What follows belongs to an exercise in optimizing a design on an open flow for small area, a short achievable clock period and few clock cycles; a production flow would make more cautious choices.
The RTL was checked by simulation tests, not by an equivalence proof against the original design.

==> flow/design.v <==
module RSA ( key_in, mod_in, data_in, data_out, key_ready, mod_ready, data_ready, resetn, CLK, finish, key_end, mod_end, data_out_ready,state );
   input           CLK, resetn;
   input [31:0]    key_in, mod_in, data_in;
   input           key_ready, mod_ready, data_ready;
   output          finish;
   output [31:0]   data_out;
   output          key_end, mod_end, data_out_ready;
   output [2:0]    state;
   localparam [2:0] INIT     = 3'h1;
   localparam [2:0] IDLE     = 3'h2;
   localparam [2:0] KEY_GET  = 3'h3;
   localparam [2:0] MOD_GET  = 3'h4;
   localparam [2:0] DATA_GET = 3'h5;
   localparam [2:0] DATA_OUT = 3'h6;
   localparam [2:0] ENCRYPT  = 3'h7;
   localparam integer I_IDLE = 0;
   localparam integer I_INIT = 1;      
   localparam integer I_WS   = 2;      
   localparam integer I_PRE2 = 4;      
   localparam integer I_RUN  = 5;      
   localparam integer I_RES  = 6;      
   localparam integer I_NEXT = 7;      
   localparam integer I_DONE = 8;
   localparam [8:0] EG_IDLE = 9'b000000001;
   localparam [8:0] EG_INIT = 9'b000000010;
   localparam [8:0] EG_WS   = 9'b000000100;
   localparam [8:0] EG_PRE2 = 9'b000010000;
   localparam [8:0] EG_RUN  = 9'b000100000;
   localparam [8:0] EG_RES  = 9'b001000000;
   localparam [8:0] EG_NEXT = 9'b010000000;
   localparam [8:0] EG_DONE = 9'b100000000;
   localparam [3:0] PH_DBLA  = 4'd0;
   localparam [3:0] PH_SQ    = 4'd1;
   localparam [3:0] PH_CONV  = 4'd2;
   localparam [3:0] PH_COPY  = 4'd3;
   localparam [3:0] PH_DBLB  = 4'd4;
   localparam [3:0] PH_LOOP  = 4'd5;
   localparam [3:0] PH_FINAL = 4'd6;
   localparam [3:0] PH_FFIX  = 4'd7;
   localparam [3:0] PH_END   = 4'd8;
   localparam [1:0] SRC_A   = 2'd0;
   localparam [1:0] SRC_X   = 2'd1;
   localparam [1:0] SRC_ONE = 2'd2;
   reg [2:0]  st, st_n;
   reg [4:0]  cnt;
   reg        fin_r, kend_r, mend_r, dor_r, keyok, modok;
   reg [8:0]  eg, eg_n;
   reg        st_key, st_mod, st_dget, st_dout;    
   wire       eng_start = (st == DATA_GET) && (cnt == 5'd31);
   always @(*) begin
      st_n = st;
      case (st)
        INIT, IDLE:
          if (key_ready) st_n = KEY_GET;
          else if (mod_ready) st_n = MOD_GET;
          else if (st == IDLE && keyok && modok && data_ready) st_n = DATA_GET;
        KEY_GET, MOD_GET:
          if (cnt == 5'd31) st_n = IDLE;
        DATA_GET:
          if (cnt == 5'd31) st_n = ENCRYPT;
        ENCRYPT:
          if (eg[I_DONE]) st_n = DATA_OUT;
        DATA_OUT:
          if (!dor_r && cnt == 5'd31) st_n = IDLE;
        default: st_n = IDLE;
      endcase
   end
   always @(posedge CLK) begin
      if (resetn == 1'b0) begin
         st     <= INIT;
         st_key <= 1'b0;
         st_mod <= 1'b0;
         st_dget <= 1'b0;
         st_dout <= 1'b0;
         fin_r  <= 1'b0;
         cnt    <= 5'd0;
         kend_r <= 1'b0;
         mend_r <= 1'b0;
         dor_r  <= 1'b0;
         keyok  <= 1'b0;
         modok  <= 1'b0;
      end
      else begin
         st    <= st_n;
         st_key  <= (st_n == KEY_GET);
         st_mod  <= (st_n == MOD_GET);
         st_dget <= (st_n == DATA_GET);
         st_dout <= (st_n == DATA_OUT);
         fin_r <= !(st_n == INIT || st_n == IDLE);
         kend_r <= (st == KEY_GET) && (cnt == 5'd31);
         mend_r <= (st == MOD_GET) && (cnt == 5'd31);
         if (st == KEY_GET && cnt == 5'd31) keyok <= 1'b1;
         if (st == MOD_GET && cnt == 5'd31) modok <= 1'b1;
         case (st)
           KEY_GET, MOD_GET, DATA_GET: cnt <= cnt + 5'd1;
           ENCRYPT: begin
              cnt <= 5'd0;
              if (eg[I_DONE]) dor_r <= 1'b1;
           end
           DATA_OUT: begin
              dor_r <= 1'b0;
              cnt <= cnt + 5'd1;
           end
           default: cnt <= 5'd0;
         endcase
      end
   end
   assign state          = st;
   assign finish         = fin_r;
   assign key_end        = kend_r;
   assign mod_end        = mend_r;
   assign data_out_ready = dor_r;
   reg [1023:0] E;           
   reg [4:0]    epos;        
   reg [31:0]   ew;          
   reg          ewv;         
   reg [5:0]    ewl;         
   reg [1023:0] N;           
   reg [1023:0] X;           
   reg          xsign;       
   wire [1024:0] A;          
   reg          a_sign;      
   wire [1026:0] nS, nC;     
   reg [3:0]    Np;          
   reg [4:0]    topw_idx;    
   reg [4:0]    topw_msb;    
   reg          mexam;
   reg [4:0]    mexam_idx;
   reg [31:0]   dout_r;
   assign data_out = dout_r;
   reg [3:0]    phase;
   reg [1:0]    src;
   reg [10:0]   dcnt;
   reg [2:0]    sqcnt;
   reg [4:0]    wcnt;
   reg          wsdbl, cy, pmsb;
   reg [8:0]    di;          
   reg [63:0]   blk;         
   reg [4:0]    bs;          
   reg          xstream;     
   reg [3:0]    a_pre;       
   reg          a_top;       
   reg [5:0]    pl_pre;      
   reg [7:0]    elo;         
   reg [6:0]    cin;         
   reg [10:0]   ebits;
   reg          scan_act, found, cbit;
   function [2:0] booth;
      input b2, b1, b0;
      begin
         booth[2] = b2 & ~(b1 & b0);
         booth[1] = b1 ^ b0;
         booth[0] = (b2 & ~b1 & ~b0) | (~b2 & b1 & b0);
      end
   endfunction
   function [4:0] midcols;
      input [5:0] sel;      
      input [7:0] m;
      reg [3:0] r0, r1;
      integer j;
      begin
         for (j = 4; j < 8; j = j + 1) begin
            r0[j-4] = ((sel[1] & m[j]) | (sel[0] & m[j-1])) ^ sel[2];
            r1[j-4] = ((sel[4] & m[j-2]) | (sel[3] & m[j-3])) ^ sel[5];
         end
         midcols = {1'b0, r0} + {1'b0, r1};
      end
   endfunction
   function [5:0] lowcols;
      input [5:0] sel;      
      input [3:0] m;
      reg [3:0] r0;
      reg [1:0] r1;
      begin
         r0[0] = (sel[1] & m[0]) ^ sel[2];
         r0[1] = ((sel[1] & m[1]) | (sel[0] & m[0])) ^ sel[2];
         r0[2] = ((sel[1] & m[2]) | (sel[0] & m[1])) ^ sel[2];
         r0[3] = ((sel[1] & m[3]) | (sel[0] & m[2])) ^ sel[2];
         r1[0] = (sel[4] & m[0]) ^ sel[5];
         r1[1] = ((sel[4] & m[1]) | (sel[3] & m[0])) ^ sel[5];
         lowcols = {2'b0, r0} + {2'b0, r1, 2'b0} + {5'b0, sel[2]} + {3'b0, sel[5], 2'b0};
      end
   endfunction
   localparam integer W = 1031;
   wire [W-1:0] one0_v, two0_v, neg0_v, one1_v, two1_v, neg1_v;
   wire [3:0] t_lo = elo[3:0];
   reg  [5:0] qtab [0:15];
   reg  [5:0] ktab [0:15];
   reg  [3:0] tcnt, tcnt_d;
   reg        tfill, tfill_d;
   reg  [5:0] qlast;
   wire [3:0] qv = tcnt * Np;
   wire [5:0] qf = {booth(qv[3], qv[2], qv[1]), booth(qv[1], qv[0], 1'b0)};
   wire [6:0] kv = {3'b0, tcnt_d} + {1'b0, lowcols(qlast, N[3:0])};
   wire [5:0] kf = {4'b0, kv[5:4]} + {1'b0, midcols(qlast, N[7:0])};
   integer ti;
   always @(posedge CLK) begin
      if (eng_start) begin
         tcnt  <= 4'd0;
         tfill <= 1'b1;
      end
      else begin
         tcnt <= tcnt + 4'd1;
         if (tcnt == 4'd15) tfill <= 1'b0;
      end
      tcnt_d  <= tcnt;
      tfill_d <= tfill & ~eng_start;
      qlast   <= qf;
      for (ti = 0; ti < 16; ti = ti + 1) begin
         if (tfill && !eng_start && tcnt == ti) qtab[ti] <= qf;
         if (tfill_d && tcnt_d == ti) ktab[ti] <= kf;
      end
   end
   wire [5:0] qsel = qtab[t_lo];
   wire [6:0] c4 = {3'b0, elo[7:4]} + {1'b0, ktab[t_lo]};
   reg  [4:0] a47;
   wire [W-1:0] Bx  = {{(W-1025){A[1024]}}, A};
   wire [W-1:0] Nx  = {{(W-1024){1'b0}}, N};
   wire [W-1:0] na0 = ~(((one0_v & Bx) | (two0_v & {Bx[W-2:0], 1'b0})) ^ neg0_v);
   wire [W-1:0] na1 = ~(((one1_v & {Bx[W-3:0], 2'b0}) | (two1_v & {Bx[W-4:0], 3'b0})) ^ neg1_v);
   wire [W-1:0] nq0 = ~((({W{qsel[1]}} & Nx) | ({W{qsel[0]}} & {Nx[W-2:0], 1'b0})) ^ {W{qsel[2]}});
   wire [W-1:0] nq1 = ~((({W{qsel[4]}} & {Nx[W-3:0], 2'b0}) | ({W{qsel[3]}} & {Nx[W-4:0], 3'b0})) ^ {W{qsel[5]}});
   wire [1:0] s_t = ~nS[1026:1025];
   wire [1:0] c_t = ~nC[1026:1025];
   wire ext_s = |{s_t, c_t};
   wire ext_c = &{s_t, c_t};
   wire [W-1:0] nSx = {{(W-1027){~ext_s}}, nS};
   wire [W-1:0] nCx = {{(W-1027){~ext_c}}, nC};
   wire [1030:0] cs_s1, cs_c1;
   rsa_fav #(1023) cs_f1_8 (nSx[1030:8], nCx[1030:8], na0[1030:8], cs_s1[1030:8], cs_c1[1030:8]);
   wire [1030:0] cs_s2, cs_c2;
   rsa_fav #(1022) cs_f2_9 (cs_s1[1030:9], cs_c1[1029:8], na1[1030:9], cs_s2[1030:9], cs_c2[1030:9]);
   wire [1030:0] cs_s3, cs_c3;
   rsa_fav #(1) cs_f3_8 (cs_s1[8], na1[8], nq0[8], cs_s3[8:8], cs_c3[8:8]);
   rsa_haiv #(1) cs_h3_9 (cs_s2[9], nq0[9], cs_s3[9:9], cs_c3[9:9]);
   rsa_fav #(1021) cs_f3_10 (cs_s2[1030:10], cs_c2[1029:9], nq0[1030:10], cs_s3[1030:10], cs_c3[1030:10]);
   wire [1030:0] cs_s4, cs_c4;
   rsa_fav #(1022) cs_f4_9 (cs_s3[1030:9], cs_c3[1029:8], nq1[1030:9], cs_s4[1030:9], cs_c4[1030:9]);
   wire [1030:0] ncsa_s = {cs_s4[1030:9], cs_s3[8], nSx[7:4], {4{1'b1}}};
   wire [1030:0] ncsa_c = {cs_c4[1029:9], {1{1'b1}}, nq1[8], nCx[7:4], {4{1'b1}}};
   wire [1026:0] nS_mm = ncsa_s[W-1:4];
   wire [1026:0] nC_mm = ncsa_c[W-1:4];
   wire [5:0] sp0 = {booth(a_pre[3], a_pre[2], a_pre[1]),
                     booth(a_pre[1], a_pre[0], eg[I_PRE2] ? 1'b0 : a_top)};
   wire [5:0] pl_nx = pl_pre;
   wire [7:0] elo_early = {4'b0, ~nS[7:4]} + {4'b0, ~nC[7:4]} + {2'b0, pl_nx} +
                          {3'b0, a47} + {4'b0, elo[7:4]};
   wire [7:0] elo_nx = eg[I_PRE2] ? {2'b0, pl_nx} : (elo_early + {2'b0, ktab[t_lo]});
   wire [9:0] rs0 = {2'b0, ~nS[7:0]} + {2'b0, ~nC[7:0]} + {3'b0, cin};
   wire [1027:0] nrc;
   wire [128:0]  cbound;
   wire [1026:0] nrsum;
   wire [1026:0] nC_res;
   genvar gp;
   generate
      for (gp = 0; gp < 1027; gp = gp + 1) begin : g_res
         wire ci;
         if (gp < 8) begin : g_b0
            assign nrsum[gp] = ~rs0[gp];
            assign nrc[gp+1] = 1'b1;
         end else begin : g_bk
            if (gp % 8 == 0) begin : g_cb
               assign ci = 1'b1;
            end else begin : g_cr
               assign ci = nrc[gp];
            end
            rsa_fa FA (nS[gp], nC[gp], ci, nrsum[gp], nrc[gp+1]);
         end
         if (gp == 8 || gp == 9) begin : g_c8
            assign nC_res[gp] = ~rs0[gp];
            if (gp == 8) begin : g_cb8
               assign cbound[1] = ~nC[8];
            end
         end else if (gp % 8 == 0 && gp > 0) begin : g_cout
            assign nC_res[gp] = nrc[gp];
            assign cbound[gp/8] = ~nC[gp];
         end else begin : g_cz
            assign nC_res[gp] = 1'b1;
         end
      end
   endgenerate
   assign nrc[0] = 1'b1;
   assign cbound[0] = ~nC[9];
   wire [7:0] zsv;
   wire c_zero = &zsv;
   reg  res_first;      
   wire nx = eg[I_NEXT] | (eg[I_RES] & c_zero & ~res_first);
   wire [1087:0] Aext = {{63{A[1024]}}, A};
   wire [8:0] di_p2 = di + 9'd2;
   wire [4:0] bsel = bs;
   wire [64*32-1:0] bl0;
   genvar gi;
   generate
      for (gi = 0; gi < 32; gi = gi + 1) begin : g_bl
         if (gi < 17) begin : g_l
            assign bl0[64*gi +: 64] = Aext[64*gi +: 64];
         end else begin : g_z
            assign bl0[64*gi +: 64] = 64'd0;
         end
      end
   endgenerate
   wire [64*16-1:0] bl1;
   wire [64*8-1:0]  bl2;
   wire [64*4-1:0]  bl3;
   wire [64*2-1:0]  bl4;
   wire [63:0]      bl5;
   generate
      for (gi = 0; gi < 16; gi = gi + 1) begin : g_b1
         assign bl1[64*gi +: 64] = bsel[0] ? bl0[64*(2*gi+1) +: 64] : bl0[64*(2*gi) +: 64];
      end
      for (gi = 0; gi < 8; gi = gi + 1) begin : g_b2
         assign bl2[64*gi +: 64] = bsel[1] ? bl1[64*(2*gi+1) +: 64] : bl1[64*(2*gi) +: 64];
      end
      for (gi = 0; gi < 4; gi = gi + 1) begin : g_b3
         assign bl3[64*gi +: 64] = bsel[2] ? bl2[64*(2*gi+1) +: 64] : bl2[64*(2*gi) +: 64];
      end
      for (gi = 0; gi < 2; gi = gi + 1) begin : g_b4
         assign bl4[64*gi +: 64] = bsel[3] ? bl3[64*(2*gi+1) +: 64] : bl3[64*(2*gi) +: 64];
      end
   endgenerate
   assign bl5 = bsel[4] ? bl4[127:64] : bl4[63:0];
   wire [4*8-1:0] dg1;
   wire [4*4-1:0] dg2;
   wire [4*2-1:0] dg3;
   wire [3:0]     dg4;
   generate
      for (gi = 0; gi < 8; gi = gi + 1) begin : g_d1
         assign dg1[4*gi +: 4] = di[0] ? blk[4*(2*gi+1) +: 4] : blk[4*(2*gi) +: 4];
      end
      for (gi = 0; gi < 4; gi = gi + 1) begin : g_d2
         assign dg2[4*gi +: 4] = di[1] ? dg1[4*(2*gi+1) +: 4] : dg1[4*(2*gi) +: 4];
      end
      for (gi = 0; gi < 2; gi = gi + 1) begin : g_d3
         assign dg3[4*gi +: 4] = di[2] ? dg2[4*(2*gi+1) +: 4] : dg2[4*(2*gi) +: 4];
      end
   endgenerate
   assign dg4 = di[3] ? dg3[7:4] : dg3[3:0];
   wire [3:0] lv9 = dg4;
   wire [3:0] xdig = di[8] ? {4{xsign}} : X[4*di[2:0] +: 4];
   wire [3:0] dig_fetch = (src == SRC_A) ? lv9 :
                          (src == SRC_X) ? xdig :
                          ((di == 9'd0) ? 4'd1 : 4'd0);
   wire fetch = eg[I_PRE2] | eg[I_RUN];
   wire shift_x = st_dget | (fetch & (di[2:0] == 3'd7) & ~di[8] & ((src == SRC_X) | xstream));
   wire [31:0] xtop = st_dget ? data_in : (xstream ? blk[32*di[3] +: 32] : X[31:0]);
   wire nxs = eg[I_NEXT] | eg[I_RES];
   wire [3:0] dig_f = nxs ? dig0 : dig_fetch;
   wire [5:0] spf = {booth(dig_f[3], dig_f[2], dig_f[1]),
                     booth(dig_f[1], dig_f[0], nxs ? 1'b0 : a_pre[3])};
   wire        sgn  = A[1024];
   wire [31:0] aw   = A[31:0];
   wire [31:0] nw   = N[31:0];
   wire        wsub = wsdbl & ~sgn;
   wire        wadd = sgn;
   wire [31:0] opa  = wsdbl ? {aw[30:0], pmsb} : aw;
   wire [31:0] opn  = wsub ? ~nw : (wadd ? nw : 32'd0);
   wire [32:0] wsum = {1'b0, opa} + {1'b0, opn} + {32'b0, cy};
   wire        wsgn = (wsdbl ? aw[31] : sgn) ^ wsub ^ wsum[32];
   wire [31:0] initw = (wcnt == topw_idx) ? (32'd1 << topw_msb) : 32'd0;
   wire [11:0] m_dbl = 12'd1036 - {2'b0, topw_idx, 5'b0} - {7'b0, topw_msb};
   wire [31:0] ntop = N[1023:992];
   reg  [4:0]  ntop_msb;
   integer k;
   always @(*) begin
      ntop_msb = 5'd0;
      for (k = 0; k < 32; k = k + 1)
        if (ntop[k]) ntop_msb = k[4:0];
   end
   reg [3:0] np_f;
   always @(*) begin
      case (ntop[3:0])
        4'd1:  np_f = 4'd15;
        4'd3:  np_f = 4'd5;
        4'd5:  np_f = 4'd3;
        4'd7:  np_f = 4'd9;
        4'd9:  np_f = 4'd7;
        4'd11: np_f = 4'd13;
        4'd13: np_f = 4'd11;
        4'd15: np_f = 4'd1;
        default: np_f = 4'd0;
      endcase
   end
   wire etop = ew[31];
   reg        n_mm;         
   reg [1:0]  n_src;        
   reg        n_ws;         
   reg        n_wsdbl;      
   reg        n_rot;        
   reg        n_copy;       
   reg        n_done;
   reg [3:0]  n_phase;
   reg [10:0] n_dcnt;
   reg [2:0]  n_sqcnt;
   reg        n_cbit;
   always @(*) begin
      n_mm = 1'b0; n_src = SRC_A; n_ws = 1'b0; n_wsdbl = 1'b1;
      n_rot = 1'b0; n_copy = 1'b0; n_done = 1'b0;
      n_phase = phase; n_dcnt = dcnt; n_sqcnt = sqcnt; n_cbit = cbit;
      case (phase)
        PH_DBLA:
          if (dcnt != 11'd0) begin
             n_dcnt = dcnt - 11'd1;
             n_ws = 1'b1;
          end
          else begin
             n_phase = PH_SQ;
             n_sqcnt = 3'd6;
             n_mm = 1'b1;
          end
        PH_SQ:
          if (sqcnt != 3'd0) begin
             n_sqcnt = sqcnt - 3'd1;
             n_mm = 1'b1;
          end
          else begin
             n_phase = PH_DBLB;
             n_dcnt = 11'd3;
             n_ws = 1'b1;
          end
        PH_DBLB:
          if (dcnt != 11'd0) begin
             n_dcnt = dcnt - 11'd1;
             n_ws = 1'b1;
          end
          else begin
             n_phase = PH_COPY;
             n_mm = 1'b1;
             n_src = SRC_X;
          end
        PH_COPY: begin
           n_copy = 1'b1;
           n_phase = PH_LOOP;
        end
        PH_LOOP:
          if (scan_act) begin
          end
          else if (!found) begin
             n_phase = PH_FFIX;
             n_mm = 1'b1;
             n_src = SRC_ONE;
          end
          else if (cbit) begin
             n_cbit = 1'b0;
             n_mm = 1'b1;
             n_src = SRC_X;
          end
          else if (ebits[10]) begin
             n_phase = PH_FFIX;
             n_mm = 1'b1;
             n_src = SRC_ONE;
          end
          else if (!ewv) begin
          end
          else begin
             n_cbit = etop;
             n_rot = 1'b1;
             n_mm = 1'b1;
          end
        PH_FFIX: begin
           n_ws = 1'b1;
           n_wsdbl = 1'b0;
           n_phase = PH_END;
        end
        PH_END: n_done = 1'b1;
        default: ;
      endcase
   end
   wire [3:0] dig0 = (n_src == SRC_A) ? A[3:0] :
                     (n_src == SRC_X) ? X[3:0] : 4'd1;
   reg  rot_pend;
   wire rotE = (scan_act & ewv & ~ebits[10]) | rot_pend;
   always @(*) begin
      eg_n = eg;
      case (1'b1)
        eg[I_IDLE]: if (eng_start) eg_n = EG_INIT;
        eg[I_INIT]: if (wcnt == 5'd31) eg_n = EG_NEXT;
        eg[I_WS]:   if (wcnt == 5'd31) eg_n = EG_NEXT;
        eg[I_PRE2]: eg_n = EG_RUN;
        eg[I_RUN]:  if (di == 9'd258) eg_n = EG_RES;
        nx:
          if (n_mm)        eg_n = EG_PRE2;
          else if (n_ws)   eg_n = EG_WS;
          else if (n_done) eg_n = EG_DONE;
          else             eg_n = EG_NEXT;
        eg[I_RES]: ;
        eg[I_DONE]: eg_n = EG_IDLE;
        default: eg_n = EG_IDLE;
      endcase
      if (resetn == 1'b0) eg_n = EG_IDLE;
   end
   always @(posedge CLK) eg <= eg_n;
   always @(posedge CLK) begin
      if (resetn == 1'b0) begin
         scan_act <= 1'b0;
         xstream <= 1'b0;
         rot_pend <= 1'b0;
      end
      else begin
         rot_pend <= nx & n_rot;
         if (eg[I_RUN] && di == 9'd256) xstream <= 1'b0;
         if (eng_start) begin
            ebits <= 11'd0;
            scan_act <= 1'b1;
            found <= 1'b0;
            ewv <= 1'b0;
            ewl <= 6'd32;
         end
         else begin
            if (rotE) begin
               ebits <= ebits + 11'd1;
               ew <= {ew[30:0], 1'b0};
               if (ebits[4:0] == 5'd31) ewv <= 1'b0;
            end
            else if (!ewv && ewl != 6'd0 && epos == ewl[4:0] - 5'd1) begin
               ew <= E[31:0];
               ewv <= 1'b1;
               ewl <= ewl - 6'd1;
            end
            if (scan_act) begin
               if (ebits[10])
                 scan_act <= 1'b0;
               else if (ewv && etop) begin
                  found <= 1'b1;
                  scan_act <= 1'b0;
               end
            end
         end
         case (1'b1)
           eg[I_IDLE]: begin
              if (eng_start) begin
                 wcnt <= 5'd0;
                 phase <= PH_DBLA;
                 dcnt <= m_dbl[10:0];
                 cbit <= 1'b0;
              end
           end
           eg[I_INIT]: begin
              wcnt <= wcnt + 5'd1;
           end
           eg[I_WS]: begin
              wcnt <= wcnt + 5'd1;
              cy <= wsum[32];
              pmsb <= aw[31];
           end
           eg[I_PRE2]: begin
              di <= di + 9'd1;
           end
           eg[I_RUN]: begin
              di <= di + 9'd1;
              if (di == 9'd258) res_first <= 1'b1;
           end
           nx: begin
              phase <= n_phase;
              dcnt <= n_dcnt;
              sqcnt <= n_sqcnt;
              cbit <= n_cbit;
              if (n_copy) xstream <= 1'b1;
              if (n_mm) begin
                 src <= n_src;
                 di <= 9'd1;
              end
              else if (n_ws) begin
                 wsdbl <= n_wsdbl;
                 wcnt <= 5'd0; pmsb <= 1'b0;
                 cy <= n_wsdbl & ~A[1024];
              end
           end
           eg[I_RES]: res_first <= 1'b0;
           default: ;
         endcase
      end
   end
   wire wordop = eg[I_INIT] | eg[I_WS] | (st_dout & (cnt != 5'd31));
   wire [31:0] topword = eg[I_INIT] ? initw :
                         eg[I_WS]   ? wsum[31:0] : aw;
   always @(posedge CLK) begin
      dout_r <= A[31:0];
      E <= {st_key ? key_in : E[31:0], E[1023:32]};
      epos <= (st_key && cnt == 5'd31) ? 5'd0 : epos + 5'd1;
      if (st_mod)
        N <= {mod_in, N[1023:32]};
      else if (eg[I_WS])
        N <= {N[31:0], N[1023:32]};
      mexam <= st_mod;
      mexam_idx <= cnt;
      if (mexam) begin
         if (mexam_idx == 5'd0) begin
            Np <= np_f;
            topw_idx <= 5'd0;
            topw_msb <= ntop_msb;
         end
         else if (ntop != 32'd0) begin
            topw_idx <= mexam_idx;
            topw_msb <= ntop_msb;
         end
      end
      if (shift_x)
        X <= {xtop, X[1023:32]};
      if (st_dget)
        xsign <= 1'b0;
      else if (xstream)
        xsign <= A[1024];
      if (eg[I_RES])
        a_sign <= ~nrsum[1024];
      else if (eg[I_INIT])
        a_sign <= 1'b0;
      else if (eg[I_WS] && wcnt == 5'd31)
        a_sign <= wsgn;
      blk   <= bl5;
      bs    <= fetch ? di_p2[8:4] : 5'd0;
      a_pre <= dig_f;
      a_top <= a_pre[3];
      pl_pre <= lowcols(spf, A[3:0]);
      elo   <= elo_nx;
      cin   <= eg[I_RUN] ? (c4 + {2'b0, a47}) : 7'd0;
      a47   <= midcols(sp0, A[7:0]);
   end
   wire dout_rot_n = (st == ENCRYPT && eg[I_DONE]) ||
                     (st == DATA_OUT && cnt != 5'd30 && cnt != 5'd31);
   wire c_res_n = eg_n[I_RES];
   wire c_rp_n  = eg_n[I_RES] | eg_n[I_PRE2];
   wire c_wop_n = resetn & (eg_n[I_INIT] | eg_n[I_WS] | dout_rot_n);
   wire [1023:0] A_sh = {topword, A[1023:32]};
   assign A[1024] = a_sign;
   genvar gs;
   generate
      for (gs = 0; gs < 8; gs = gs + 1) begin : g_sl
         localparam integer LO  = 128 * gs;
         localparam integer HA  = (gs == 7) ? 1023 : 128 * gs + 127;    
         localparam integer HS  = (gs == 7) ? 1026 : 128 * gs + 127;    
         localparam integer HW  = (gs == 7) ? W - 1 : 128 * gs + 127;   
         wire c_res, c_rp, c_wop;
         wire [5:0] as;
         rsa_rep #(9) CTL (CLK, {c_res_n, c_rp_n, c_wop_n, sp0}, {c_res, c_rp, c_wop, as});
         reg [HA-LO:0] a_q;
         reg [HS-LO:0] ns_q, nc_q;
         reg zs_q;
         always @(posedge CLK) begin
            if (c_res)
              a_q <= ~nrsum[HA:LO];
            else if (c_wop)
              a_q <= A_sh[HA:LO];
            if (c_res) begin
               ns_q <= nrsum[HS:LO];
               nc_q <= nC_res[HS:LO];
            end
            else if (c_rp) begin
               ns_q <= {(HS-LO+1){1'b1}};
               nc_q <= {(HS-LO+1){1'b1}};
            end
            else begin
               ns_q <= nS_mm[HS:LO];
               nc_q <= nC_mm[HS:LO];
            end
            zs_q <= &nC_res[HS:LO];
         end
         assign zsv[gs] = zs_q;
         assign A[HA:LO]  = a_q;
         assign nS[HS:LO] = ns_q;
         assign nC[HS:LO] = nc_q;
         assign one0_v[HW:LO] = {(HW-LO+1){as[1]}};
         assign two0_v[HW:LO] = {(HW-LO+1){as[0]}};
         assign neg0_v[HW:LO] = {(HW-LO+1){as[2]}};
         assign one1_v[HW:LO] = {(HW-LO+1){as[4]}};
         assign two1_v[HW:LO] = {(HW-LO+1){as[3]}};
         assign neg1_v[HW:LO] = {(HW-LO+1){as[5]}};
      end
   endgenerate
endmodule
module rsa_rep (CLK, d, q);
   parameter integer W = 1;
   input          CLK;
   input  [W-1:0] d;
   output [W-1:0] q;
   reg    [W-1:0] q;
   always @(posedge CLK) q <= d;
endmodule
module rsa_fa (a, b, c, s, co);
   input  a, b, c;
   output s, co;
   assign s  = a ^ b ^ c;
   assign co = (a & b) | (a & c) | (b & c);
endmodule
module rsa_hai (a, b, s, co);
   input  a, b;
   output s, co;
   assign s  = ~(a ^ b);
   assign co = a | b;
endmodule
module rsa_fav (a, b, c, s, co);
   parameter integer W = 8;
   input  [W-1:0] a, b, c;
   output [W-1:0] s, co;
   genvar i;
   generate
      for (i = 0; i < W; i = i + 1) begin : g
         rsa_fa FA (a[i], b[i], c[i], s[i], co[i]);
      end
   endgenerate
endmodule
module rsa_haiv (a, b, s, co);
   parameter integer W = 8;
   input  [W-1:0] a, b;
   output [W-1:0] s, co;
   assign s  = ~(a ^ b);
   assign co = a | b;
endmodule
==> flow/flow/run.sh <==
#!/bin/bash
# Layout flow: the standard ORFS flow (standard.sh), run with a setup
# repair margin aimed well below the 14 ns clock, so that repair_timing
# keeps sizing and buffering the critical paths after the 14 ns
# constraint is met, with cell resizing not limited to cells of the same
# footprint, and with more antenna repair iterations after detailed
# routing.  The constraints, the synthesis and every step are the
# standard ones.
set -euo pipefail
bash standard.sh SETUP_SLACK_MARGIN=9.5 TNS_END_PERCENT=100 MATCH_CELL_FOOTPRINT=0 \
  MAX_REPAIR_ANTENNAS_ITER_DRT=12 MAX_REPAIR_ANTENNAS_ITER_GRT=8 finish > standard_flow.log 2>&1
==> flow/standard.sh <==
#!/bin/bash
# synth_recipe.tcl (not shown) runs the flow's synth.tcl, then flattens the netlist and writes it again
# the make line also repeats each setting of config.mk as NAME=value (left out here)
make -C /OpenROAD-flow-scripts/flow DESIGN_CONFIG=/design/flow/config.mk WORK_HOME=/design/flow/orfs CLKGATE_MAP_FILE= SYNTH_SCRIPT=/design/flow/synth_recipe.tcl "${@:-finish}"
==> flow/config.mk <==
export PLATFORM = sky130hd
export DESIGN_NAME = RSA
export DESIGN_NICKNAME = RSA
export VERILOG_FILES = /design/flow/design.v
export SDC_FILE = /design/flow/constraint.sdc
export NUM_CORES = 8
export LEC_CHECK = 0
export CAP_MARGIN = 40
export CORE_MARGIN = 2
export CORE_UTILIZATION = 65
export CTS_CLUSTER_DIAMETER = 100
export CTS_CLUSTER_SIZE = 20
export SLEW_MARGIN = 40
export SYNTH_HIERARCHICAL = 1
export SYNTH_MEMORY_MAX_BITS = 8192
==> flow/constraint.sdc <==
create_clock -name core_clock -period 14.0 [get_ports {CLK}]
set_input_delay 2.8000 -clock core_clock [delete_from_list [all_inputs] [get_ports {CLK}]]
set_output_delay 2.8000 -clock core_clock [all_outputs]
set_load 0.01 [all_outputs]
==> impl_results.md, run 1 <==
* Status: no timing/DRC/antenna violations
* Die width at 785 um
* Syn avg cell area at 13.3 um^2
* Largest family of logic cells by synthesized area: adder cells
* HPWL Detailed at 936 mm
* Reg clk slew, reported paths at 0.09 ns
* Mux share of post-synthesis cell area at 2.48%
* Critical Path Start Type: flop
* Max Slew Vio Count at 0
* Hold buffer count at cts at 0
* GRT Residual Overflow at 0
* Die Y at 785 um
* Post-route cell area at 425000 um^2
* Antenna Violating Nets Remaining at 0
* Vias in the first global route at 266118
* Worst Setup Path Type: flop to flop
* Final cell utilization of the core at 70.0%
* Worst slack at placement at 7.68 ns
* Post-Synth XOR/XNOR Area at 9.30%
* # port buffers at 139
* WL/cell at 37.9 um
* Dominant cell type by area after synthesis: fa_1
* Cells after Synth at 29909
* Met1 Usage GRT at 60.5%
* First DRT Iteration DRCs at 38716
* Initial Utilization at 65.3%
* Core area at 607000 um^2
* Largest net degree at the start of global routing at 186
* Top post-synthesis cells by area: fa_1, edfxtp_1, dfxtp_1, a22oi_1, xnor2_1
* Unrepaired setup endpoints after global routing: true
* Slew margin rel. at 29.5%
* Netlist Area Pre-Place at 397000 um^2
* Die Area at 616000 um^2
* Final Hold Fails at 0
* CTS tree: yes
* Post-synthesis sequential element count at 6713
* Final GP Congestion at 1.01
* Adder-cell share of the synthesized area at 26.4%
* Met2 Use GR at 62.0%
* First-pass GRT wire length at 2010 mm
* Yosys warns at 10
* Worst setup margin at 9.41 ns
* Layout cells sized above 1 at 6.80%
* Setup Viol. Count Final at 0
* Final Cycle Share at 32.8%
* CTS H-tree lvls at 5
* Ys async rst share at 0%
* Max Fclk at 218 MHz
* Worst-Margin Slew at 1.06 ns
* Clock latency (worst-skew pair) at 1.14 ns
* First drt pass iteration count at 8
* Synth-to-Final Area Change at 7.21%
* Endpoint type of the worst setup path: flop
* Max Cap Viol at 0
* Compound-Gate Fraction of Synth Area at 12.0%
* Simple-Gate Fraction of Synth Area at 4.26%
* Final WL at 1430 mm
* Req. time, crit path at 14.99 ns
* CP max FO at 29
* Min Tclk post-route at 4.59 ns
* Clock root buffer: clkbuf_16
* Nets at 34504
* Num CTS Buffers at 374
* Busiest grt layer: met2
* DRC viols at 0
* Longest Clk Path Bufs at 4
* Setup Skew at 0.147 ns
* Top FF cell, synth: edfxtp_1
* Ports at 140
* Vias per inst at 7.01
* Initial antenna violation count at 215
* TritonCTS Sinks at 6713
* Gr usage total at 45.9%
* FP Rows at 286
* Hold Path Class: flop to flop
* Sequential fraction of the synthesis area at 42.4%
* GRT met3 Usage at 20.7%
* Area of placed instances at 406000 um^2
* Final setup TNS at 0 ns
* EDFF count, synth at 3369
* WP data arrival at 5.57 ns
* Cell variety after synth at 73
* Synth top area share at 26.0%
* DR vias at 265033
## routing by layer
layer  part of all wire, %  routed length (um)  vias up
li1                      -                   -   103100
met1                    35              498000   135378
met2                    41              586000    22122
met3                    17              237000     4291
met4                   7.7              110000      142
met5                 0.098                1410        -
## area by class of cell
cell class | instances | area (um^2)
Clock buffer | 643 | 10400
Sequential cell | 6713 | 168000
Fill cell | 42329 | 182000
Multi-Input combinational cell | 19990 | 218000
Tap cell | 8064 | 10100
Timing Repair Buffer | 870 | 12600
Inverter | 1188 | 4470
Clock inverter | 30 | 845
Antenna cell | 284 | 711
## placed cells by master (no fill, tap or decap), types with 33 or more instances in the layout
| master | synthesis | layout |
|---|---|---|
| buf_4 | 2 | 253 |
| xor2_1 | 2086 | 2085 |
| a21o_1 | 33 | 33 |
| or3_1 | 895 | 895 |
| and2_1 | 43 | 43 |
| nor3_1 | 42 | 40 |
| buf_8 | 0 | 42 |
| mux2i_1 | 55 | 54 |
| clkbuf_1 | 1742 | 265 |
| nand3_1 | 54 | 47 |
| mux4_2 | 341 | 341 |
| dfxtp_1 | 3344 | 3262 |
| clkbuf_16 | 0 | 478 |
| o21ai_0 | 1332 | 1326 |
| mux2_2 | 141 | 141 |
| conb_1 | 1 | 128 |
| inv_1 | 1186 | 1181 |
| nor2_1 | 347 | 340 |
| o21a_1 | 1021 | 1020 |
| nand2_1 | 435 | 433 |
| a22oi_2 | 1 | 72 |
| diode_2 | 0 | 284 |
| dfxtp_4 | 0 | 76 |
| nand4_1 | 56 | 56 |
| buf_6 | 0 | 129 |
| a21oi_1 | 113 | 103 |
| a22oi_1 | 4167 | 4096 |
| clkdlybuf4s50_1 | 0 | 95 |
| fa_1 | 5145 | 5064 |
| xnor2_1 | 2123 | 2109 |
| ha_1 | 121 | 115 |
| buf_12 | 0 | 125 |
| nand2b_1 | 1004 | 998 |
| fa_2 | 0 | 81 |
| edfxtp_1 | 3369 | 3369 |
| buf_16 | 0 | 76 |
## modules after synthesis, one instance, submodules excluded, a selection
module / cells inside / cell area (um^2) / times used / flops+latches
rsa_fa: 1 / 20.0 / 5108 / 0
RSA: 24724 / 293000 / 1 / 6641
## flip-flops by register name, indices dropped and copies added, names as in the netlist, 6 cells and up
name,count
g_sl.a_q,1024
cin,7
g_sl.CTL.q,72
qlast,6
g_sl.ns_q,1027
X,1024
N,1024
ktab,96
g_sl.zs_q,8
ewl,6
blk,64
pl_pre,6
ew,32
dout_r,32
elo,8
eg,8
di,9
E,1024
g_sl.nc_q,1025
ebits,11
dcnt,11
qtab,96
## cells in the mapped netlist, types with 24 or more instances
cell and n:
o21a_1 1021, xor2_1 2086, mux2i_1 55, mux4_2 341, o21ai_0 1332, nand2_1 435, xnor2_1 2123, a21o_1 33
mux2_2 141, buf_1 367, nor2b_1 31, or3_1 895, nand3_1 54, edfxtp_1 3369, nor3_1 42, a22oi_1 4167
o22a_1 25, dfxtp_1 3344, and2_1 43, fa_1 5145, clkbuf_1 1742, inv_1 1186, nor2_1 347, a21oi_1 113
nand2b_1 1004, ha_1 121, buf_2 39, o22ai_1 24, nand4_1 56
## cells by family after synthesis
logic type,Yosys count
buffers and inverters,3338
AND/OR/NAND/NOR,3019
XOR/XNOR,4210
adder cells (fa/ha/maj),5266
multiplexers,537
other,1
AO/OA/AOI/OAI,6825
flip-flops,6713
## worst paths after layout
| check | startpoint | endpoint | slack, ns | cells past startpoint |
|---|---|---|---|---|
| max | elo[3] | g_sl[2].nc_q[44] | 9.41 | 17 |
| min reg2reg | E[788] | E[756] | 0.28 | 0 |
| max reg2reg | elo[3] | g_sl[2].nc_q[44] | 9.41 | 17 |
| min | E[788] | E[756] | 0.28 | 0 |
## worst max-delay path, cell delays in order (launching register included)
cell	delay, ns
dfxtp_4	0.38
buf_6	0.12
nand2b_4	0.09
nor3_1	0.05
buf_4	0.18
a22oi_2	0.21
nand4_1	0.22
o22a_4	0.37
buf_12	0.17
buf_16	0.17
buf_16	0.30
buf_12	0.16
clkbuf_16	0.22
a22oi_2	0.27
xnor2_2	0.16
fa_1	0.47
fa_1	0.41
or3_1	0.31
## per-stage QoR
stage	instances	hold slack [ns]
2_1_floorplan	30036	0.310
3_3_place_gp	36456	0.310
3_5_place_dp	36523	0.312
4_1_cts	37360	0.271
5_1_grt	37595	0.280
6_report	37782	0.280
## timing repair
item,CTS,global route
setup endpoints to repair,2501,2031
setup buffers,70,78
resized for setup,452,245
pin swaps,30,100
cloned,94,42
Testbench counts, summed over its fixed seeds: cycles 1,683,949.
==> run 2, diff against run 1 <==
--- a/flow/design.v
+++ b/flow/design.v
@@ -185,3 +185,2 @@
    wire [W-1:0] one0_v, two0_v, neg0_v, one1_v, two1_v, neg1_v;
-   wire [3:0] t_lo = elo[3:0];
    reg  [5:0] qtab [0:15];
@@ -213,4 +212,11 @@
    end
-   wire [5:0] qsel = qtab[t_lo];
-   wire [6:0] c4 = {3'b0, elo[7:4]} + {1'b0, ktab[t_lo]};
+   reg  [15:0] t_oh;
+   reg  [5:0]  ktab_t;
+   integer oi;
+   always @(*) begin
+      ktab_t = 6'd0;
+      for (oi = 0; oi < 16; oi = oi + 1)
+        ktab_t = ktab_t | ({6{t_oh[oi]}} & ktab[oi]);
+   end
+   wire [6:0] c4 = {3'b0, elo[7:4]} + {1'b0, ktab_t};
    reg  [4:0] a47;
@@ -220,4 +226,5 @@
    wire [W-1:0] na1 = ~(((one1_v & {Bx[W-3:0], 2'b0}) | (two1_v & {Bx[W-4:0], 3'b0})) ^ neg1_v);
-   wire [W-1:0] nq0 = ~((({W{qsel[1]}} & Nx) | ({W{qsel[0]}} & {Nx[W-2:0], 1'b0})) ^ {W{qsel[2]}});
-   wire [W-1:0] nq1 = ~((({W{qsel[4]}} & {Nx[W-3:0], 2'b0}) | ({W{qsel[3]}} & {Nx[W-4:0], 3'b0})) ^ {W{qsel[5]}});
+   wire [W-1:0] qtwo0_v, qone0_v, qneg0_v, qtwo1_v, qone1_v, qneg1_v;
+   wire [W-1:0] nq0 = ~(((qone0_v & Nx) | (qtwo0_v & {Nx[W-2:0], 1'b0})) ^ qneg0_v);
+   wire [W-1:0] nq1 = ~(((qone1_v & {Nx[W-3:0], 2'b0}) | (qtwo1_v & {Nx[W-4:0], 3'b0})) ^ qneg1_v);
    wire [1:0] s_t = ~nS[1026:1025];
@@ -247,3 +254,4 @@
                           {3'b0, a47} + {4'b0, elo[7:4]};
-   wire [7:0] elo_nx = eg[I_PRE2] ? {2'b0, pl_nx} : (elo_early + {2'b0, ktab[t_lo]});
+   wire [7:0] elo_nx = eg[I_PRE2] ? {2'b0, pl_nx} : (elo_early + {2'b0, ktab_t});
+   wire [15:0] t_oh_nx = 16'd1 << elo_nx[3:0];
    wire [9:0] rs0 = {2'b0, ~nS[7:0]} + {2'b0, ~nC[7:0]} + {3'b0, cin};
@@ -614,2 +622,3 @@
       elo   <= elo_nx;
+      t_oh  <= t_oh_nx;
       cin   <= eg[I_RUN] ? (c4 + {2'b0, a47}) : 7'd0;
@@ -634,2 +643,11 @@
          rsa_rep #(9) CTL (CLK, {c_res_n, c_rp_n, c_wop_n, sp0}, {c_res, c_rp, c_wop, as});
+         wire [15:0] qoh;
+         rsa_rep #(16) QOH (CLK, t_oh_nx, qoh);
+         reg [5:0] qs;
+         integer qi;
+         always @(*) begin
+            qs = 6'd0;
+            for (qi = 0; qi < 16; qi = qi + 1)
+              qs = qs | ({6{qoh[qi]}} & qtab[qi]);
+         end
          reg [HA-LO:0] a_q;
@@ -666,2 +684,8 @@
          assign neg1_v[HW:LO] = {(HW-LO+1){as[5]}};
+         assign qtwo0_v[HW:LO] = {(HW-LO+1){qs[0]}};
+         assign qone0_v[HW:LO] = {(HW-LO+1){qs[1]}};
+         assign qneg0_v[HW:LO] = {(HW-LO+1){qs[2]}};
+         assign qtwo1_v[HW:LO] = {(HW-LO+1){qs[3]}};
+         assign qone1_v[HW:LO] = {(HW-LO+1){qs[4]}};
+         assign qneg1_v[HW:LO] = {(HW-LO+1){qs[5]}};
       end
--- a/flow/flow/run.sh
+++ b/flow/flow/run.sh
@@ -9,3 +9,3 @@
 set -euo pipefail
-bash standard.sh SETUP_SLACK_MARGIN=9.5 TNS_END_PERCENT=100 MATCH_CELL_FOOTPRINT=0 \
+bash standard.sh SETUP_SLACK_MARGIN=9.3 TNS_END_PERCENT=100 MATCH_CELL_FOOTPRINT=0 \
   MAX_REPAIR_ANTENNAS_ITER_DRT=12 MAX_REPAIR_ANTENNAS_ITER_GRT=8 finish > standard_flow.log 2>&1
==> run 2 against run 1 <==
  * Still clean
  * Fmax is 4.5% lower
  * Clock-buffer cell count shrank 4
  * Utilization is 0.99 points lower
  * Via count is 1.7% higher
  * Worst setup slack lost 0.22 ns
  * First-iteration DRC count increased by 1.1%
  * Sequential cell count is 140 higher
  * Global-route usage fell by 0.92 points
  * Clock skew down 0.021 ns
==> impl_results.md, run 2 <==
* Cells after DPL at 37141
* Yosys warns at 11
* CTS H-tree lvls at 5
* CP max FO at 41
* Largest net degree at the start of global routing at 223
* First-pass GRT wire length at 2020 mm
* Final cell utilization of the core at 69.0%
* Hold Path Class: flop to flop
* Worst-Margin Slew at 1.09 ns
* Commonest cells in the netlist: fa_1, a22oi_1, dfxtp_1
* Post-Synth XOR/XNOR Area at 9.16%
* Top post-synthesis cells by area: fa_1, edfxtp_1, dfxtp_1, a22oi_1, xnor2_1
* Final GP Congestion at 1.00
* # port buffers at 139
* Max FFs per register at 1027
* Initial Utilization at 65.1%
* TritonCTS Sinks at 6853
* First DRT Iteration DRCs at 39159
* Nets at 34808
* HPWL Detailed at 970 mm
* Ports at 140
* Commonest non-fill, non-tap cells in the layout: fa_1, a22oi_1, dfxtp_1
* Max Fclk at 208 MHz
* CP max stage cell: dfxtp_4
* Synth-to-Final Area Change at 5.97%
* Core area at 618000 um^2
* Mux share of post-synthesis cell area at 2.42%
* Min Tclk post-route at 4.80 ns
* Final WL at 1420 mm
* Die width at 791 um
* Endpoint type of the worst setup path: flop
* Vias per inst at 7.02
* Longest Clk Path Bufs at 4
* DRC viols at 0
* Die Area at 626000 um^2
* Post-synthesis sequential element count at 6853
* Hold buffer count at cts at 0
* First drt pass iteration count at 10
* Compound-Gate Fraction of Synth Area at 12.5%
* Req. time, crit path at 14.96 ns
* Largest family of logic cells by synthesized area: adder cells
* Top flop regs: g_sl.ns_q (1027), g_sl.nc_q (1025)
* Setup Viol. Count Final at 0
* Adder-cell share of the synthesized area at 26.0%
* Netlist Area Pre-Place at 403000 um^2
* Layout fillers at 43696
* CP most frequent cell: buf_4
* CTS tree: yes
* Cells after Synth at 30479
* Setup Skew at 0.127 ns
* Reg with most FFs: g_sl.ns_q
* Gr usage total at 45.0%
* Post-route cell area at 427000 um^2
* Reg clk slew, reported paths at 0.10 ns
* Clock latency (worst-skew pair) at 1.17 ns
* Simple-Gate Fraction of Synth Area at 4.30%
* Area of placed instances at 412000 um^2
* EDFF count, synth at 3369
* Max Slew Vio Count at 0
* Cell variety after synth at 85
* Antenna Violating Nets Remaining at 0
* Slew margin rel. at 27.5%
* DR vias at 269433
* Critical Path Start Type: flop
* Clock root buffer: clkbuf_16
* Final setup TNS at 0 ns
* Post-route non-filler standard cell count at 38396
* Crit path cell chain: buf_4 -> buf_4 -> buf_4 -> mux4_2 -> mux4_2 -> inv_1 -> o21ai_0
* Unrepaired setup endpoints after global routing: true
* Initial antenna violation count at 256
* Final Hold Fails at 0
* Sequential fraction of the synthesis area at 42.4%
* Ys async rst share at 0%
* Dominant cell type by area after synthesis: fa_1
* WP data arrival at 5.77 ns
* Peak per-stage delay on the critical path at 0.85 ns
* Top FF cell, synth: dfxtp_1
* GRT Residual Overflow at 0
* Layout cells sized above 1 at 5.65%
* Vias in the first global route at 273274
* Max Cap Viol at 0
* Most frequent cell after synthesis: fa_1
* Status: no timing/DRC/antenna violations
* WL/cell at 36.9 um
* Synth top area share at 25.6%
* FP Rows at 289
* Num CTS Buffers at 383
* Worst Setup Path Type: flop to flop
* Most common cell after layout, fill and taps aside: fa_1
* Die Y at 791 um
* Syn avg cell area at 13.2 um^2
* Final Cycle Share at 34.3%
## run 2: path summary, 6_finish.rpt
path	slack [ns]	cells past startpoint	start	to
hold reg to reg	0.30	0	E[261]	E[229]
setup reg to reg	9.20	7	bs[0]	blk[1]
hold / removal	0.30	0	E[261]	E[229]
setup / recovery	9.20	7	bs[0]	blk[1]
## run 2: repair_timing
action,in CTS,in global routing
endpoints found under the setup margin,1391,722
resized for setup,194,85
setup buffers,22,18
pin swaps,6,11
gates cloned,0,2
## run 2: per-module statistics from Yosys (local to each module, per instance), excerpt
module / flip-flops and latches / cells / cell area [um^2]
RSA: 6653 / 25166 / 296000
rsa_fa: 0 / 1 / 20.0
## run 2: critical path: cells and delay by family, from the launching register on
| family | cells | cell delay [ns] |
|---|---|---|
| AOI/OAI and AO/OA | 1 | 0.16 |
| DFF | 1 | 0.85 |
| buffers and inverters | 4 | 2.20 |
| muxes | 2 | 1.21 |
## run 2: cell type report
| cell class | instances | area [um^2] | area share (%) |
|---|---|---|---|
| Antenna cell | 519 | 1300 | 0.304 |
| Clock buffer | 639 | 10600 | 2.48 |
| Clock inverter | 34 | 773 | 0.181 |
| Inverter | 1172 | 4400 | 1.03 |
| Multi-Input combinational cell | 20366 | 220000 | 51.6 |
| Sequential cell | 6853 | 171000 | 40.1 |
| Tap cell | 8148 | 10200 | 2.39 |
| Timing Repair Buffer | 665 | 7940 | 1.86 |
## run 2: kinds of logic after synthesis
family / after synthesis
fa+ha+maj: 5266
xor+xnor: 4211
buf+inv: 3388
compound gates: 7141
mux: 526
simple gates: 3093
other cells: 1
flops: 6853
## run 2: per-layer routing
metal | GRT usage, % | wire, um
met2 | 63.6 | 605000
met5 | 0.229 | 926
met1 | 59.3 | 496000
met3 | 17.7 | 212000
met4 | 26.1 | 101000
## run 2: per-stage QoR
stage | worst slack (ns) | hold WS (ns)
3_5_place_dp | 8.50 | 0.312
4_1_cts | 9.12 | 0.294
2_1_floorplan | 5.38 | 0.310
5_1_grt | 9.26 | 0.299
6_report | 9.20 | 0.303
3_3_place_gp | 8.22 | 0.310
Testbench counts of run 2, summed over its fixed seeds: cycles 1,683,949.
==> run 3, diff against run 2 <==
--- a/flow/design.v
+++ b/flow/design.v
@@ -222,2 +222,3 @@
    reg  [4:0] a47;
+   reg  [6:0] pa;
    wire [W-1:0] Bx  = {{(W-1025){A[1024]}}, A};
@@ -252,5 +253,7 @@
    wire [5:0] pl_nx = pl_pre;
-   wire [7:0] elo_early = {4'b0, ~nS[7:4]} + {4'b0, ~nC[7:4]} + {2'b0, pl_nx} +
-                          {3'b0, a47} + {4'b0, elo[7:4]};
-   wire [7:0] elo_nx = eg[I_PRE2] ? {2'b0, pl_nx} : (elo_early + {2'b0, ktab_t});
+   wire [7:0] elo_early = {4'b0, ~nS[7:4]} + {4'b0, ~nC[7:4]} + {1'b0, pa} +
+                          {4'b0, elo[7:4]};
+   wire [7:0] elo_k;
+   rsa_add8 ADDK (elo_early, {2'b0, ktab_t}, elo_k);
+   wire [7:0] elo_nx = eg[I_PRE2] ? {2'b0, pl_nx} : elo_k;
    wire [15:0] t_oh_nx = 16'd1 << elo_nx[3:0];
@@ -625,2 +628,3 @@
       a47   <= midcols(sp0, A[7:0]);
+      pa    <= {1'b0, lowcols(spf, A[3:0])} + {2'b0, midcols(sp0, A[7:0])};
    end
@@ -701,2 +705,7 @@
 endmodule
+module rsa_add8 (a, b, s);
+   input  [7:0] a, b;
+   output [7:0] s;
+   assign s = a + b;
+endmodule
 module rsa_fa (a, b, c, s, co);
==> run 3 against run 2 <==
  * Still clean
  * Utilization rose by 0.15 points
  * Via count hardly changed
  * Critical endpoint is now pa[5]
  * Largest cell class unchanged
  * Highest routed layer unchanged
==> impl_results.md, run 3 <==
* Status: no timing/DRC/antenna violations
* Ys async rst share at 0%
* CP max FO at 6
* Final WL at 1430 mm
* Most common cell after layout, fill and taps aside: fa_1
* Dominant cell type by area after synthesis: fa_1
* CP delay by family, top: compound AO/OA/AOI/OAI gates
* CP max stage cell: mux4_2
* Worst slack at placement at 8.32 ns
* HPWL Detailed at 978 mm
* Worst Setup Path Type: flop to flop
* Worst setup margin at 9.16 ns
* Vias per inst at 6.99
* DRC viols at 0
* Critical Path Start Type: flop
* WP data arrival at 5.81 ns
* Post-synthesis sequential element count at 6860
* WL/cell at 37.2 um
* Commonest cells in the netlist: fa_1, a22oi_1, dfxtp_1
* Max Fclk at 207 MHz
* Longest Clk Path Bufs at 4
* DR vias at 269458
* Min Tclk post-route at 4.84 ns
* Gr usage total at 45.6%
* Largest net degree at the start of global routing at 205
* Cell variety after synth at 77
* Reg with most FFs: g_sl.ns_q
* Ports at 140
* Die Area at 626000 um^2
* Clock latency (worst-skew pair) at 1.16 ns
* Final GP Congestion at 1.02
* Synth-to-Final Area Change at 6.16%
* Peak per-stage delay on the critical path at 0.50 ns
* Most frequent cell after synthesis: fa_1
* Slew margin rel. at 29.5%
* CTS tree: yes
* GRT Residual Overflow at 0
* Antenna Violating Nets Remaining at 0
* First-pass GRT wire length at 2040 mm
* Yosys warns at 11
* Req. time, crit path at 14.98 ns
* FF+latch area at 171000 um^2
* Post-route cell area at 428000 um^2
* Netlist Area Pre-Place at 403000 um^2
* Hold Path Class: flop to flop
* # port buffers at 139
* Die width at 791 um
* Core area at 619000 um^2
* Max Slew Vio Count at 0
* Worst path bufs/invs at 1
* Sequential fraction of the synthesis area at 42.4%
* First DRT Iteration DRCs at 39774
* Endpoint type of the worst setup path: flop
* Num CTS Buffers at 383
* Die Y at 791 um
* Nets at 34958
* Max FFs per register at 1027
* Synth top area share at 25.5%
* Top flop regs: g_sl.ns_q (1027), g_sl.nc_q (1025)
* Unrepaired setup endpoints after global routing: true
* Area of placed instances at 413000 um^2
* Vias in the first global route at 274352
* Layout cells sized above 1 at 5.87%
* Layout fillers at 43755
* First drt pass iteration count at 26
* Crit path cell chain: buf_12 -> mux4_2 -> mux2_2 -> o211ai_1 -> a21oi_2 -> o21bai_4 -> ha_2 -> or2_4 -> a221oi_2 -> a31oi_1 -> nand2_1 -> ha_1 -> ha_4 -> nand2_1 -> o31a_1 -> xnor2_2 -> ha_4 -> a21oi_4 -> xnor2_1
* Final Hold Fails at 0
* Multi-input combinational cell area at 220000 um^2
* Commonest non-fill, non-tap cells in the layout: fa_1, a22oi_1, dfxtp_1
* Syn avg cell area at 13.2 um^2
* Final Cycle Share at 34.6%
* Final setup TNS at 0 ns
* Final cell utilization of the core at 69.2%
* Hold WS at 0.300 ns
* Post-route non-filler standard cell count at 38523
* Top post-synthesis cells by area: fa_1, edfxtp_1, dfxtp_1, a22oi_1, xnor2_1
* EDFF count, synth at 3369
* Cells after Synth at 30539
* Setup Skew at 0.131 ns
* Max Cap Viol at 0
* Hold buffer count at cts at 0
* FP Rows at 289
* Worst-Margin Slew at 1.06 ns
* Clock root buffer: clkbuf_16
* Top FF cell, synth: dfxtp_1
* Cells after DPL at 37373
* Reg clk slew, reported paths at 0.09 ns
* CTS H-tree lvls at 5
* Initial antenna violation count at 262
* TritonCTS Sinks at 6860
* Setup Viol. Count Final at 0
* Initial Utilization at 65.1%
## run 3: changes by cell type after synthesis, moves of 11 or more
cell / change
buf_1: +30
nand2_1: +19
and2_1: -17
clkbuf_1: -30
a21oi_1: +16
inv_1: +11
## run 3: per-layer routing
| metal | share of wire, % | vias up | global-route usage [%] |
|---|---|---|---|
| li1 | - | 105498 | - |
| met1 | 35 | 138809 | 59.6 |
| met2 | 42 | 21274 | 62.4 |
| met5 | 0.084 | - | 0.0378 |
| met3 | 15 | 3729 | 19.2 |
| met4 | 8.0 | 148 | 30.2 |
## run 3: logic make-up (layout without fill, tap and decap cells)
| family | Yosys count | after routing | share of synthesized area (%) |
|---|---|---|---|
| fa+ha+maj | 5266 | 5266 | 25.9 |
| simple gates | 3080 | 3081 | 4.26 |
| xor+xnor | 4218 | 4218 | 9.17 |
| mux | 535 | 535 | 2.44 |
| compound gates | 7179 | 7179 | 12.6 |
| buf+inv | 3399 | 2614 | 3.17 |
| flops | 6860 | 6860 | 42.4 |
| other cells | 2 | 477 | 0.00186 |
## run 3: final cells by class
cell class / count / share of cell area (%)
flip-flops and latches: 6860 / 40.0
clock buffers: 642 / 2.49
repair buffers: 754 / 2.10
well taps: 8293 / 2.43
clock inverters: 35 / 0.166
inverters: 1183 / 1.04
multi-input cells: 20409 / 51.5
diodes: 347 / 0.203
## run 3: path summary, 6_finish.rpt
kind	from	endpoint	slack (ns)	depth (start not counted)
hold / removal	E[169]	E[137]	0.30	0
setup reg to reg	di[0]	pa[5]	9.16	19
setup / recovery	di[0]	pa[5]	9.16	19
hold reg to reg	E[169]	E[137]	0.30	0
## run 3: Yosys stat by module (local to each module, per instance), a selection
module / cell area, um^2 / cells inside / flip-flops and latches
rsa_fa: 20.0 / 1 / 0
rsa_add8: 310 / 38 / 0
RSA: 296000 / 25188 / 6660
## run 3: what timing repair did
item | 4_1_cts | 5_1_grt
cloned | 2 | 2
resized for setup | 176 | 82
setup endpoints to repair | 1511 | 953
pin swaps | 13 | 15
setup buffers | 54 | 20
## run 3: worst reg2reg max path, cell delays in order, from the launching register on
cell and delay (ns):
edfxtp_1 0.41, buf_12 0.16, mux4_2 0.51, mux2_2 0.31
o211ai_1 0.36, a21oi_2 0.15, o21bai_4 0.27, ha_2 0.23
or2_4 0.28, a221oi_2 0.24, a31oi_1 0.08, nand2_1 0.11
ha_1 0.26, ha_4 0.28, nand2_1 0.04, o31a_1 0.27
xnor2_2 0.21, ha_4 0.26, a21oi_4 0.12, xnor2_1 0.12
Testbench counts of run 3, summed over its fixed seeds: cycles 1,683,949.
==> run 4, diff against run 3 <==
--- a/flow/design.v
+++ b/flow/design.v
@@ -138,3 +138,3 @@
    reg [63:0]   blk;         
-   reg [4:0]    bs;          
+   wire [19:0]  bsq;         
    reg          xstream;     
@@ -294,3 +294,3 @@
    assign cbound[0] = ~nC[9];
-   wire [7:0] zsv;
+   wire [15:0] zsv;
    wire c_zero = &zsv;
@@ -300,5 +300,16 @@
    wire [8:0] di_p2 = di + 9'd2;
-   wire [4:0] bsel = bs;
-   wire [64*32-1:0] bl0;
    genvar gi;
+   wire [4:0] bs_n = (eg[I_PRE2] | eg[I_RUN]) ? di_p2[8:4] : 5'd0;
+   wire [63:0] bsv0, bsv1, bsv2, bsv3, bsv4;
+   generate
+      for (gi = 0; gi < 4; gi = gi + 1) begin : g_bs
+         rsa_rep #(5) BS (CLK, bs_n, bsq[5*gi +: 5]);
+         assign bsv0[16*gi +: 16] = {16{bsq[5*gi]}};
+         assign bsv1[16*gi +: 16] = {16{bsq[5*gi+1]}};
+         assign bsv2[16*gi +: 16] = {16{bsq[5*gi+2]}};
+         assign bsv3[16*gi +: 16] = {16{bsq[5*gi+3]}};
+         assign bsv4[16*gi +: 16] = {16{bsq[5*gi+4]}};
+      end
+   endgenerate
+   wire [64*32-1:0] bl0;
    generate
@@ -319,15 +330,15 @@
       for (gi = 0; gi < 16; gi = gi + 1) begin : g_b1
-         assign bl1[64*gi +: 64] = bsel[0] ? bl0[64*(2*gi+1) +: 64] : bl0[64*(2*gi) +: 64];
+         assign bl1[64*gi +: 64] = (bsv0 & bl0[64*(2*gi+1) +: 64]) | (~bsv0 & bl0[64*(2*gi) +: 64]);
       end
       for (gi = 0; gi < 8; gi = gi + 1) begin : g_b2
-         assign bl2[64*gi +: 64] = bsel[1] ? bl1[64*(2*gi+1) +: 64] : bl1[64*(2*gi) +: 64];
+         assign bl2[64*gi +: 64] = (bsv1 & bl1[64*(2*gi+1) +: 64]) | (~bsv1 & bl1[64*(2*gi) +: 64]);
       end
       for (gi = 0; gi < 4; gi = gi + 1) begin : g_b3
-         assign bl3[64*gi +: 64] = bsel[2] ? bl2[64*(2*gi+1) +: 64] : bl2[64*(2*gi) +: 64];
+         assign bl3[64*gi +: 64] = (bsv2 & bl2[64*(2*gi+1) +: 64]) | (~bsv2 & bl2[64*(2*gi) +: 64]);
       end
       for (gi = 0; gi < 2; gi = gi + 1) begin : g_b4
-         assign bl4[64*gi +: 64] = bsel[3] ? bl3[64*(2*gi+1) +: 64] : bl3[64*(2*gi) +: 64];
+         assign bl4[64*gi +: 64] = (bsv3 & bl3[64*(2*gi+1) +: 64]) | (~bsv3 & bl3[64*(2*gi) +: 64]);
       end
    endgenerate
-   assign bl5 = bsel[4] ? bl4[127:64] : bl4[63:0];
+   assign bl5 = (bsv4 & bl4[127:64]) | (~bsv4 & bl4[63:0]);
    wire [4*8-1:0] dg1;
@@ -620,3 +631,2 @@
       blk   <= bl5;
-      bs    <= fetch ? di_p2[8:4] : 5'd0;
       a_pre <= dig_f;
@@ -639,7 +649,7 @@
    generate
-      for (gs = 0; gs < 8; gs = gs + 1) begin : g_sl
-         localparam integer LO  = 128 * gs;
-         localparam integer HA  = (gs == 7) ? 1023 : 128 * gs + 127;    
-         localparam integer HS  = (gs == 7) ? 1026 : 128 * gs + 127;    
-         localparam integer HW  = (gs == 7) ? W - 1 : 128 * gs + 127;   
+      for (gs = 0; gs < 16; gs = gs + 1) begin : g_sl
+         localparam integer LO  = 64 * gs;
+         localparam integer HA  = (gs == 15) ? 1023 : 64 * gs + 63;    
+         localparam integer HS  = (gs == 15) ? 1026 : 64 * gs + 63;    
+         localparam integer HW  = (gs == 15) ? W - 1 : 64 * gs + 63;   
          wire c_res, c_rp, c_wop;
==> run 4 against run 3 <==
  * Still clean on timing, DRC and antenna
  * Synthesized cell count increased by 2.4%
  * Register-to-register slack improved by 0.08 ns
  * Global-route usage decreased by 0.24 points
  * First-iteration DRC count increased by 0.69%
  * Sequential cell count increased by 223
  * Critical endpoint is now g_sl[5].nc_q[14]
==> impl_results.md, run 4 <==
* Status: no timing/DRC/antenna violations
* Max Slew Vio Count at 0
* Unrepaired setup endpoints after global routing: true
* Final GP Congestion at 0.990
* Core area at 631000 um^2
* Ys async rst share at 0%
* Hold Path Class: flop to flop
* DRC viols at 0
* WP data arrival at 5.76 ns
* Num CTS Buffers at 393
* Top post-synthesis cells by area: fa_1, edfxtp_1, dfxtp_1, a22oi_1, xnor2_1
* Final Hold Fails at 0
* TritonCTS Sinks at 7083
* Min Tclk post-route at 4.76 ns
* CP max FO at 39
* WL/cell at 37.0 um
* Reg clk slew, reported paths at 0.09 ns
* Netlist Area Pre-Place at 411000 um^2
* CTS tree: yes
* Setup Skew at 0.140 ns
* First drt pass iteration count at 14
* Vias per inst at 7.05
* Nets at 35746
* Mux share of post-synthesis cell area at 2.38%
* Final Cycle Share at 34.0%
* Synth-to-Final Area Change at 5.79%
* Layout fillers at 44555
* Critical Path Start Type: flop
* Multi-input combinational cell area at 224000 um^2
* Commonest cells in the netlist: fa_1, a22oi_1, dfxtp_1
* Die width at 800 um
* Clock root buffer: clkbuf_16
* Most frequent cell after synthesis: fa_1
* Initial antenna violation count at 301
* Req. time, crit path at 15.00 ns
* HPWL Detailed at 998 mm
* Worst Setup Path Type: flop to flop
* Vias in the first global route at 282218
* Largest family of logic cells by synthesized area: adder cells
* Die Y at 800 um
* # port buffers at 139
* Longest Clk Path Bufs at 4
* Gr usage total at 45.4%
* Top flop regs: g_sl.ns_q (1027), g_sl.nc_q (1025)
* First DRT Iteration DRCs at 40047
* First-pass GRT wire length at 2070 mm
* Reg with most FFs: g_sl.ns_q
* Synth top area share at 25.0%
* FP Rows at 292
* Post-synthesis sequential element count at 7083
* Yosys warns at 12
* Cell variety after synth at 88
* Max Fclk at 210 MHz
* Syn avg cell area at 13.2 um^2
* Slew margin rel. at 29.0%
* FF+latch area at 176000 um^2
* Final setup TNS at 0 ns
* GRT Residual Overflow at 0
* Path depth of the worst reg2reg path at 11
* Max FFs per register at 1027
* Endpoint type of the worst setup path: flop
* Most common cell after layout, fill and taps aside: fa_1
* Max Cap Viol at 0
* Post-Synth XOR/XNOR Area at 8.97%
* Top FF cell, synth: dfxtp_1
* Largest net degree at the start of global routing at 191
* Dominant cell type by area after synthesis: fa_1
* Cells after Synth at 31272
## run 4: changes by cell type after synthesis, moves of 11 or more
cell,delta
a22oi_1,+90
a221oi_1,+154
nor4_1,-11
clkbuf_1,-67
and2_1,+21
nand3_1,+24
or2_2,+12
buf_2,+51
nand4_1,+45
a22o_1,+148
nor2_1,+65
o22a_1,-15
inv_1,-18
dfxtp_1,+223
## run 4: Yosys stat by module (local to each module, per instance), excerpt
module    copies in the design  flops+latches  cells inside  cell area, um^2
RSA                          1           6663         25701           300000
rsa_add8                     1              0            38              310
rsa_fa                    5108              0             1             20.0
## run 4: worst paths after layout
check              from          endpoint  slack (ns)
min reg2reg       E[57]             E[25]        0.25
max          qtab[0][1]  g_sl[5].nc_q[14]        9.24
min               E[57]             E[25]        0.25
max reg2reg  qtab[0][1]  g_sl[5].nc_q[14]        9.24
## run 4: what timing repair did
action,4_1_cts,5_1_grt
buffers inserted,1,15
endpoints found under the setup margin,245,332
gates cloned,0,3
pin swaps,0,5
gates resized for setup,60,25
## run 4: area by class of cell
type / count / area share, %
diodes: 236 / 0.136
repair buffers: 796 / 1.88
clock inverters: 31 / 0.145
inverters: 1166 / 1.01
clock buffers: 661 / 2.50
well taps: 8379 / 2.41
flip-flops and latches: 7083 / 40.4
multi-input cells: 20940 / 51.5
## run 4: per-stage QoR
| stage | cell area [um^2] | worst slack, ns | utilization, % | instances | hold WS [ns] |
|---|---|---|---|---|---|
| floorplan | 412000 | 5.49 | - | 31400 | 0.310 |
| global placement | 420000 | 8.68 | 66.6 | 38242 | 0.309 |
| detailed placement | 422000 | 8.62 | 66.9 | 38317 | 0.312 |
| CTS | 434000 | 9.11 | 68.7 | 39010 | 0.246 |
| global route | 435000 | 9.21 | 68.9 | 39149 | 0.245 |
| finish | 435000 | 9.24 | 68.9 | 39292 | 0.249 |
## run 4: critical path, stage by stage (launching register included)
cell	delay, ns
edfxtp_1	0.79
buf_4	0.35
a22o_1	0.23
a221oi_1	0.07
nand4_1	0.15
buf_4	0.60
buf_4	0.61
a22oi_1	0.21
xnor2_1	0.23
fa_1	0.50
fa_1	0.43
or3_1	0.33
## run 4: cell families after synthesis
group	Yosys count
mux	532
xor+xnor	4215
compound gates	7538
fa+ha+maj	5265
simple gates	3259
other cells	2
flops	7083
buf+inv	3378
## run 4: layer usage
metal	vias to the layer above	GRT usage, %	wire length, um
met5	-	0.750	1460
met4	146	32.6	128000
met3	4759	17.4	207000
met2	21209	64.4	621000
met1	141963	57.1	496000
li1	108791	-	-
Testbench counts of run 4, summed over its fixed seeds: cycles 1,683,949.

-- separate check: timing with driven ports --
Ports are ideal in the flow. The routed layouts listed here were re-timed in OpenROAD. Step 1 sets driving cells, clkbuf_16 on the clock port and buf_2 on the other inputs (assumed; they add their load-dependent delay and slew). Step 2, shift: input delay + t, output delay - t, t = (earliest + latest rising clock arrival at the registers) / 2. This alone moves slack from input paths to output paths. Slacks: ideal ports / drivers / drivers and shift; pairs: ideal ports / drivers.
run	shift t [ns]	slack for setup (ns)	hold slack, ns	worst setup path after step 2	pins driven straight from the clock port
run 1	1.205	9.414 / 9.407 / 8.600	0.280 / 0.280 / 0.280	input to register	1
run 2	1.253	9.197 / 9.142 / 8.591	0.303 / 0.303 / 0.303	input to register	1
run 3	1.256	9.161 / 9.144 / 8.315	0.300 / 0.300 / 0.300	input to register	1
run 4	1.244	9.241 / 9.093 / 8.378	0.249 / 0.249 / 0.249	input to register	1
After both steps setup and hold are still met in every run listed. For run 4, which loses most, drivers alone change the setup slack by -0.148 ns; drivers and shift together by -0.863 ns.
